This is an optimization exercise on Yosys and OpenROAD, whose aim is small area, a short achievable clock period and few clock cycles, not a production implementation.
In this exercise RTL edits were held to simulation tests only and were not proved equivalent to the original.
Power figures rest on the tool's default switching activity, not on a simulated workload.

**config.mk**
```make
export PLATFORM = sky130hd
export DESIGN_NAME = JAM
export DESIGN_NICKNAME = JAM
export VERILOG_FILES = /design/flow/design.v
export SDC_FILE = /design/flow/constraint.sdc
export NUM_CORES = 4
export LEC_CHECK = 0
export CAP_MARGIN = 20
export CORE_MARGIN = 2
export CORE_UTILIZATION = 40
export PLACE_DENSITY = 0.6
export SLEW_MARGIN = 20
```
**constraint.sdc**
```tcl
create_clock -name core_clock -period 4.5 [get_ports {CLK}]
set_input_delay 0.9000 -clock core_clock [delete_from_list [all_inputs] [get_ports {CLK}]]
set_output_delay 0.9000 -clock core_clock [all_outputs]
set_load 0.01 [all_outputs]
```
**design.v**
```verilog
module JAM (
    input CLK,
    input RST,
    output reg [2:0] W,
    output reg [2:0] J,
    input [6:0] Cost,
    output reg [3:0] MatchCount,
    output reg [9:0] MinCost,
    output Valid
);
    parameter [2:0] IDLE = 3'd0, DELAY_CLK = 3'd1, CAL = 3'd2, FIND_PNT = 3'd3, FIND_CPNT =3'd4,SORT = 3'd5, RESULT = 3'd6;
    reg [2:0] state,next_state;
    reg [2:0] n[0:7];
    reg [3:0] cal_counter; 
    reg finish,find_fin,change_fin;
    reg [9:0] sum;
    integer i;
    assign Valid = (state==RESULT);
    always @(posedge CLK or posedge RST) begin
        if(RST) state <= IDLE;
        else state <= next_state;
    end
    always @(*) begin
        case(state)
            IDLE: next_state = DELAY_CLK;
            DELAY_CLK: next_state = CAL;
            CAL: next_state = (cal_counter == 4'd8)? FIND_PNT : CAL;  
            FIND_PNT: 
                if(finish) next_state = RESULT; 
                else if(find_fin) next_state = FIND_CPNT;
                else next_state = FIND_PNT;
            FIND_CPNT: next_state = (change_fin)? SORT:FIND_CPNT;
            SORT: next_state = CAL;
            RESULT: next_state = RESULT;
            default: next_state = IDLE;
        endcase
    end
    always @(posedge CLK) begin
        if(state==IDLE) cal_counter <= 4'd0;
        else if(state==CAL) cal_counter <= cal_counter + 4'd1;
        else cal_counter <= 4'd0;
    end
    always @(*) begin
        W = cal_counter[2:0];
        J = n[cal_counter[2:0]];
    end
    always @(posedge CLK) begin
        case(state)
            CAL: sum <= sum + Cost;
            default: sum <= 10'd0;
        endcase
    end
    always @(posedge CLK) begin
        if(state==IDLE) MinCost <= 10'd0;
        else if(state==CAL && cal_counter==4'd8) begin
            if(MinCost==10'd0) MinCost <= sum;
            else if(sum < MinCost) MinCost <= sum;
            else;
        end
        else;
    end
    always @(posedge CLK) begin
        if(state==IDLE) MatchCount <= 4'd1;
        else if(state==CAL && cal_counter==4'd8 && MinCost != 10'd0) begin
            if(sum == MinCost) MatchCount <= MatchCount + 4'd1;
            else if(sum < MinCost) MatchCount <= 1'b1;
            else;
        end
        else;
    end
    reg [2:0] point;
    reg [2:0] p_counter;
    wire [2:0] p_counter_minus1;
    assign p_counter_minus1 = p_counter - 3'd1;
    always @(posedge CLK) begin  
        if(next_state==FIND_PNT) p_counter <= p_counter - 3'd1;  
        else p_counter <= 3'd7;
    end
    always @(posedge CLK) begin
        if(state==IDLE) {point,find_fin} <= 4'd0;
        else if(next_state==FIND_PNT) begin  
            if(n[p_counter] > n[p_counter_minus1]) begin
                point <= p_counter_minus1;
                find_fin <= 1'b1;
            end
            else;
        end
        else find_fin <= 1'b0;
    end
    always @(posedge CLK) begin
        if(next_state==FIND_PNT&&p_counter==3'd0) finish <= 1'b1;  
        else finish <= 1'b0;
    end
    reg [2:0] c_counter;
    reg [2:0] mini_max;
    reg [2:0] c_point;
    always @(posedge CLK) begin
        if(next_state==FIND_CPNT) c_counter <= c_counter + 3'd1;  
        else c_counter <= 3'd0;
    end
    always @(posedge CLK) begin
        if(state==IDLE) {c_point,mini_max} <= {3'd0,3'd7};
        else if(next_state==FIND_CPNT) begin  
            if(n[point + c_counter] > n[point]) begin
                if(mini_max >= n[point + c_counter]) begin
                    mini_max <= n[point + c_counter];
                    c_point <= point + c_counter;
                end
                else;
            end
            else;
        end
        else mini_max <= 3'd7;
    end
    always @(posedge CLK) begin
        if(state==IDLE) change_fin <= 1'b0;
        else if(next_state==FIND_CPNT && point + c_counter == 3'd7) change_fin <= 1'b1;  
        else if(next_state==FIND_CPNT && (mini_max == n[point] + 3'd1) && mini_max != 3'd7) change_fin <= 1'b1;
        else change_fin <= 1'b0;
    end
    always @(posedge CLK) begin
        if(state==IDLE) for(i=0;i<8;i=i+1) n[i] <= i;
        else if(next_state==SORT) begin
            n[point] <= n[c_point];
            n[c_point] <= n[point];
        end
        else if(state==SORT) begin
            case(point)
                3'd0:begin
                    n[1] <= n[7];
                    n[2] <= n[6];
                    n[3] <= n[5];
                    n[7] <= n[1];
                    n[6] <= n[2];
                    n[5] <= n[3];
                end
                3'd1:begin
                    n[2] <= n[7];
                    n[3] <= n[6];
                    n[4] <= n[5];
                    n[7] <= n[2];
                    n[6] <= n[3];
                    n[5] <= n[4];
                end
                3'd2:begin
                    n[3] <= n[7];
                    n[4] <= n[6];
                    n[7] <= n[3];
                    n[6] <= n[4];
                end
                3'd3:begin
                    n[4] <= n[7];
                    n[5] <= n[6];
                    n[7] <= n[4];
                    n[6] <= n[5];
                end
                3'd4:begin
                    n[5] <= n[7];
                    n[7] <= n[5];
                end
                3'd5:begin
                    n[6] <= n[7];
                    n[7] <= n[6];
                end
                default:;
            endcase
        end
        else;
    end
endmodule
```
**run.sh**
```bash
#!/bin/bash
# synth_recipe.tcl (not shown) runs the flow's synth.tcl, then flattens the netlist and writes it again
# the make line also repeats each setting of config.mk as NAME=value (left out here)
make -C /OpenROAD-flow-scripts/flow DESIGN_CONFIG=/design/flow/config.mk WORK_HOME=/design/flow/orfs CLKGATE_MAP_FILE= SYNTH_SCRIPT=/design/flow/synth_recipe.tcl finish
```
==> metrics.md <==
| Metric | Value |
|---|---|
| Final wirelength | 17,200 microns |
| CTS tree | yes |
| Crit Path Class | reg2reg |
| Final setup violation count | 0 |
| Max frequency | 262 MHz |
| Pwr Total | 1840 uW |
| Rows | 44 |
| CTS buffer count | 9 |
| Crit path buf inv count | 1 |
| PortBufs | 29 |
| Initial DRC Count | 563 |
| Num ports | 30 |
| Total number of yosys warnings | 1 |
| Max FO, Critical Path | 9 |
| Initial antenna violation count | 0 |
| Area of the multi-input gates | 3720 sq um |
| Pins over their slew limit | 0 |
| Seq/Total Area, Yosys | 31.4% |
| Pleak | 0.00251 uW |
| Post-Syn Area per Cell | 9.66 sq um |
| Worst-Margin Slew | 0.994 ns |
| Period utilization | 84.7% |
| Non-Filler Instances | 802 |
| Clk buf depth | 2 |
| Die height | 125 microns |
| Crit start category | flip-flop |
| CTS sink cnt | 79 |
| First-pass GRT wire length | 27,600 microns |
| Vias per cell | 6.33 |
| DRC viols | 0 |
| Net Count, Synth | 651 |
| Hold_buf cts | 0 |
| NumNets Final | 658 |
| WHS Endpoint | c_counter[0]$_SDFF_PN0_ |
| WL/cell | 21.5 microns |
| Arrival @ worst endpoint | 4.07 ns |
| Starting Density | 40.6% |
| FF+latch count, synth | 79 |
| Cells after Synth | 606 |
| R2R setup slack | 0.69 ns |
| Run status | timing/DRC/antenna clean |
| Vias in the first global route | 5,068 |
| CTS Root Cell | clkbuf_16 |
| Layout Skew | 0.00980 ns |
| Synth Cell Area | 5860 sq um |
| Die X | 125 microns |
| GRT Resource Usage Total | 22.5% |
| Die footprint | 15,600 sq um |
| Total congestion overflow | 0 |
| Capturing point of the worst reg2reg path | c_point[0]$_SDFFE_PP0P_ |
| Min-delay src | c_counter[0]$_SDFF_PN0_ |
| EDFF count, synth | 24 |
| Unrepaired setup endpoints after global routing | no |
| Antenna-violating nets left | 0 |
| H-tree depth | 3 |
| Peak supply drop | 0.173 mV |
| Via count | 5,073 |
| Largest net degree at the start of global routing | 24 |
| Slowest-stage cell, CP | fa_1 |
| Synth unique cells | 71 |
| Hold path depth | 1 |
| Post-CTS sizing | 0 |
| CP Cell Sequence | ha_1 -> fa_1 -> mux2_2 -> o22ai_1 -> o21ai_0 -> o21ai_1 -> inv_1 -> ha_1 -> nand2b_1 -> a21oi_1 -> nor2b_1 -> o221ai_1 -> or2_4 -> mux2i_1 |
| Max_slew headroom | 31.9% |
| Hold Violations, Final | 0 |
| Setup TNS | 0 ns |
| Final HPWL DP | 12,100 microns |
| Final min period | 3.81 ns |
| GPL Wtd Cong | 0.973 |
| Sequential Area | 1840 sq um |
| Worst r2r path cells | 14 |
| Core Box Area | 14,400 sq um |
| Syn-to-layout area delta | 11.9% |
| Worst-skew pair later-pin latency | 0.35 ns |
| Hold WC Path Type | reg2reg |
| Async set-or-reset flop fraction in the synthesized netlist | 3.80% |
| CP top delay family | adder cells |
| Post-CTS setup buffer count | 0 |
| Clock transition at the registers of the reported paths | 0.07 ns |
| Filler Cell Count | 1,371 |
| Cell mode on critical path | ha_1 |
| Placed instance count | 786 |
| PD cells | 280 nW/um^2 |
| Synth Flop Type | dfxtp_1 |
| Max Cap Viol | 0 |
| DRT Pass-1 Iters | 7 |
| Share of layout cells above drive strength 1 | 13.6% |
| Final core utilization | 45.5% |
| Max stage delay on crit path | 0.73 ns |
| N_diodes | 0 |
| Reg2Reg Launch Point | point[0]$_SDFFE_PP0P_ |
| Nature of the critical path endpoint | flip-flop |
| Critical path required time | 4.76 ns |
metal layers:
layer | global-route usage (%) | up-vias | routed length, microns
met5 | 0 | - | 0
met4 | 12.9 | 0 | 840
met3 | 4.24 | 71 | 1620
met2 | 34.4 | 291 | 7700
met1 | 29.9 | 2401 | 7050
li1 | - | 2310 | -
synth_stat cells, types with 7 or more instances:
library cell  instances  area share (%)
dfxtp_1              52              18
nand2_1              49             3.1
nor2_1               45             2.9
inv_1                35             2.2
ha_1                 34             7.3
mux4_2               34              13
o21ai_0              26             2.2
a21oi_1              25             2.1
edfxtp_1             24              12
clkbuf_1             23             1.5
mux2_2               16             3.1
mux2i_1              14             2.4
nor3_1               14             1.2
nor2b_1              13             1.4
nand3_1              12             1.0
and2_1               10             1.1
a22o_1                9             1.3
o22ai_1               9            0.96
nand2b_1              8            0.85
xnor2_1               8             1.2
a211oi_1              7            0.90
buf_2                 7            0.60
o211ai_1              7            0.90
report_power, final:
group	internal, uW	total (uW)	switching, uW
registers	775	817	42.5
clock network	449	773	325
logic	143	245	103
total	1370	1840	470
worst max path at each step:
stage	from	to	slack, ns	cells after the start
after global placement	c_counter[0]$_SDFF_PN0_	flip-flop	0.85	14
after floorplan	point[0]$_SDFFE_PP0P_	flip-flop	0.98	15
final	point[0]$_SDFFE_PP0P_	c_point[0]$_SDFFE_PP0P_	0.69	14
after detailed placement	c_counter[0]$_SDFF_PN0_	c_point[0]$_SDFFE_PP0P_	0.73	14
after global routing	c_counter[0]$_SDFF_PN0_	flip-flop	0.36	14
after CTS	c_counter[0]$_SDFF_PN0_	c_point[0]$_SDFFE_PP0P_	0.68	14
area by class of cell:
type / instances / share of cell area [%]
clock inverters: 6 / 1.03
inverters: 37 / 2.12
clock buffers: 10 / 3.65
flip-flops and latches: 79 / 28.0
well taps: 184 / 3.51
repair buffers: 34 / 5.00
multi-input cells: 452 / 56.7
per-stage QoR:
stage / worst slack [ns] / hold slack, ns / cell area, sq um
CTS: 0.675 / 0.467 / 6560
finish: 0.689 / 0.465 / 6560
global placement: 0.848 / 0.433 / 6250
global route: 0.365 / 0.494 / 6560
detailed placement: 0.727 / 0.448 / 6250
floorplan: 0.983 / 0.421 / 5860
kinds of logic after synthesis:
| kind of cell | after synthesis | synth area share (%) |
|---|---|---|
| AOI/OAI and AO/OA | 152 | 18.1 |
| adders and majority gates | 36 | 7.95 |
| xor gates and xnor gates | 14 | 2.09 |
| buffers and inverters | 75 | 5.28 |
| DFF | 79 | 31.4 |
| and+or+nand+nor | 184 | 16.1 |
| muxes | 66 | 19.2 |
flip-flops by register name (all words and copies together), names as in the netlist, named ones only:
register	count
finish	1
change_fin	1
MatchCount	4
n	24
MinCost	10
c_point	3
cal_counter	4
mini_max	3
c_counter	3
sum	10
find_fin	1
p_counter	3
point	3
state	3
cell usage in the layout, fill, tap and decap left out, drive strengths merged, types with 24 or more instances in the layout:
cell type / instances
dfxtp: 52
mux4: 34
ha: 34
edfxtp: 24
nand2: 49
a21oi: 26
inv: 39
nor2: 45
clkdlybuf4s50: 29
o21ai: 31
Testbench counts, summed over its fixed seeds: cycles 18,591,584.

==> afterwards: timing with drivers on the ports <==
No port has a modelled driver above. Below, the same layout with a new extraction and two added sets of constraints. Step 1 assumes that a clkbuf_16 drives the clock port and a buf_2 every other input. Step 2 times the ports against the registers' clock, not the clock port: input delays grow and output delays shrink by t, the midpoint of the rising clock arrivals with the driver on. Slacks: ideal / step 1 / step 2; pairs: ideal / step 1.
shift t [ns]: 0.387
setup WS [ns]: 0.689 / 0.689 / 0.689
pins driven straight from the clock port: 1
After both steps this run still meets setup and hold. The setup slack of this run moves by 0.000 ns with the drivers and by 0.000 ns with both steps.
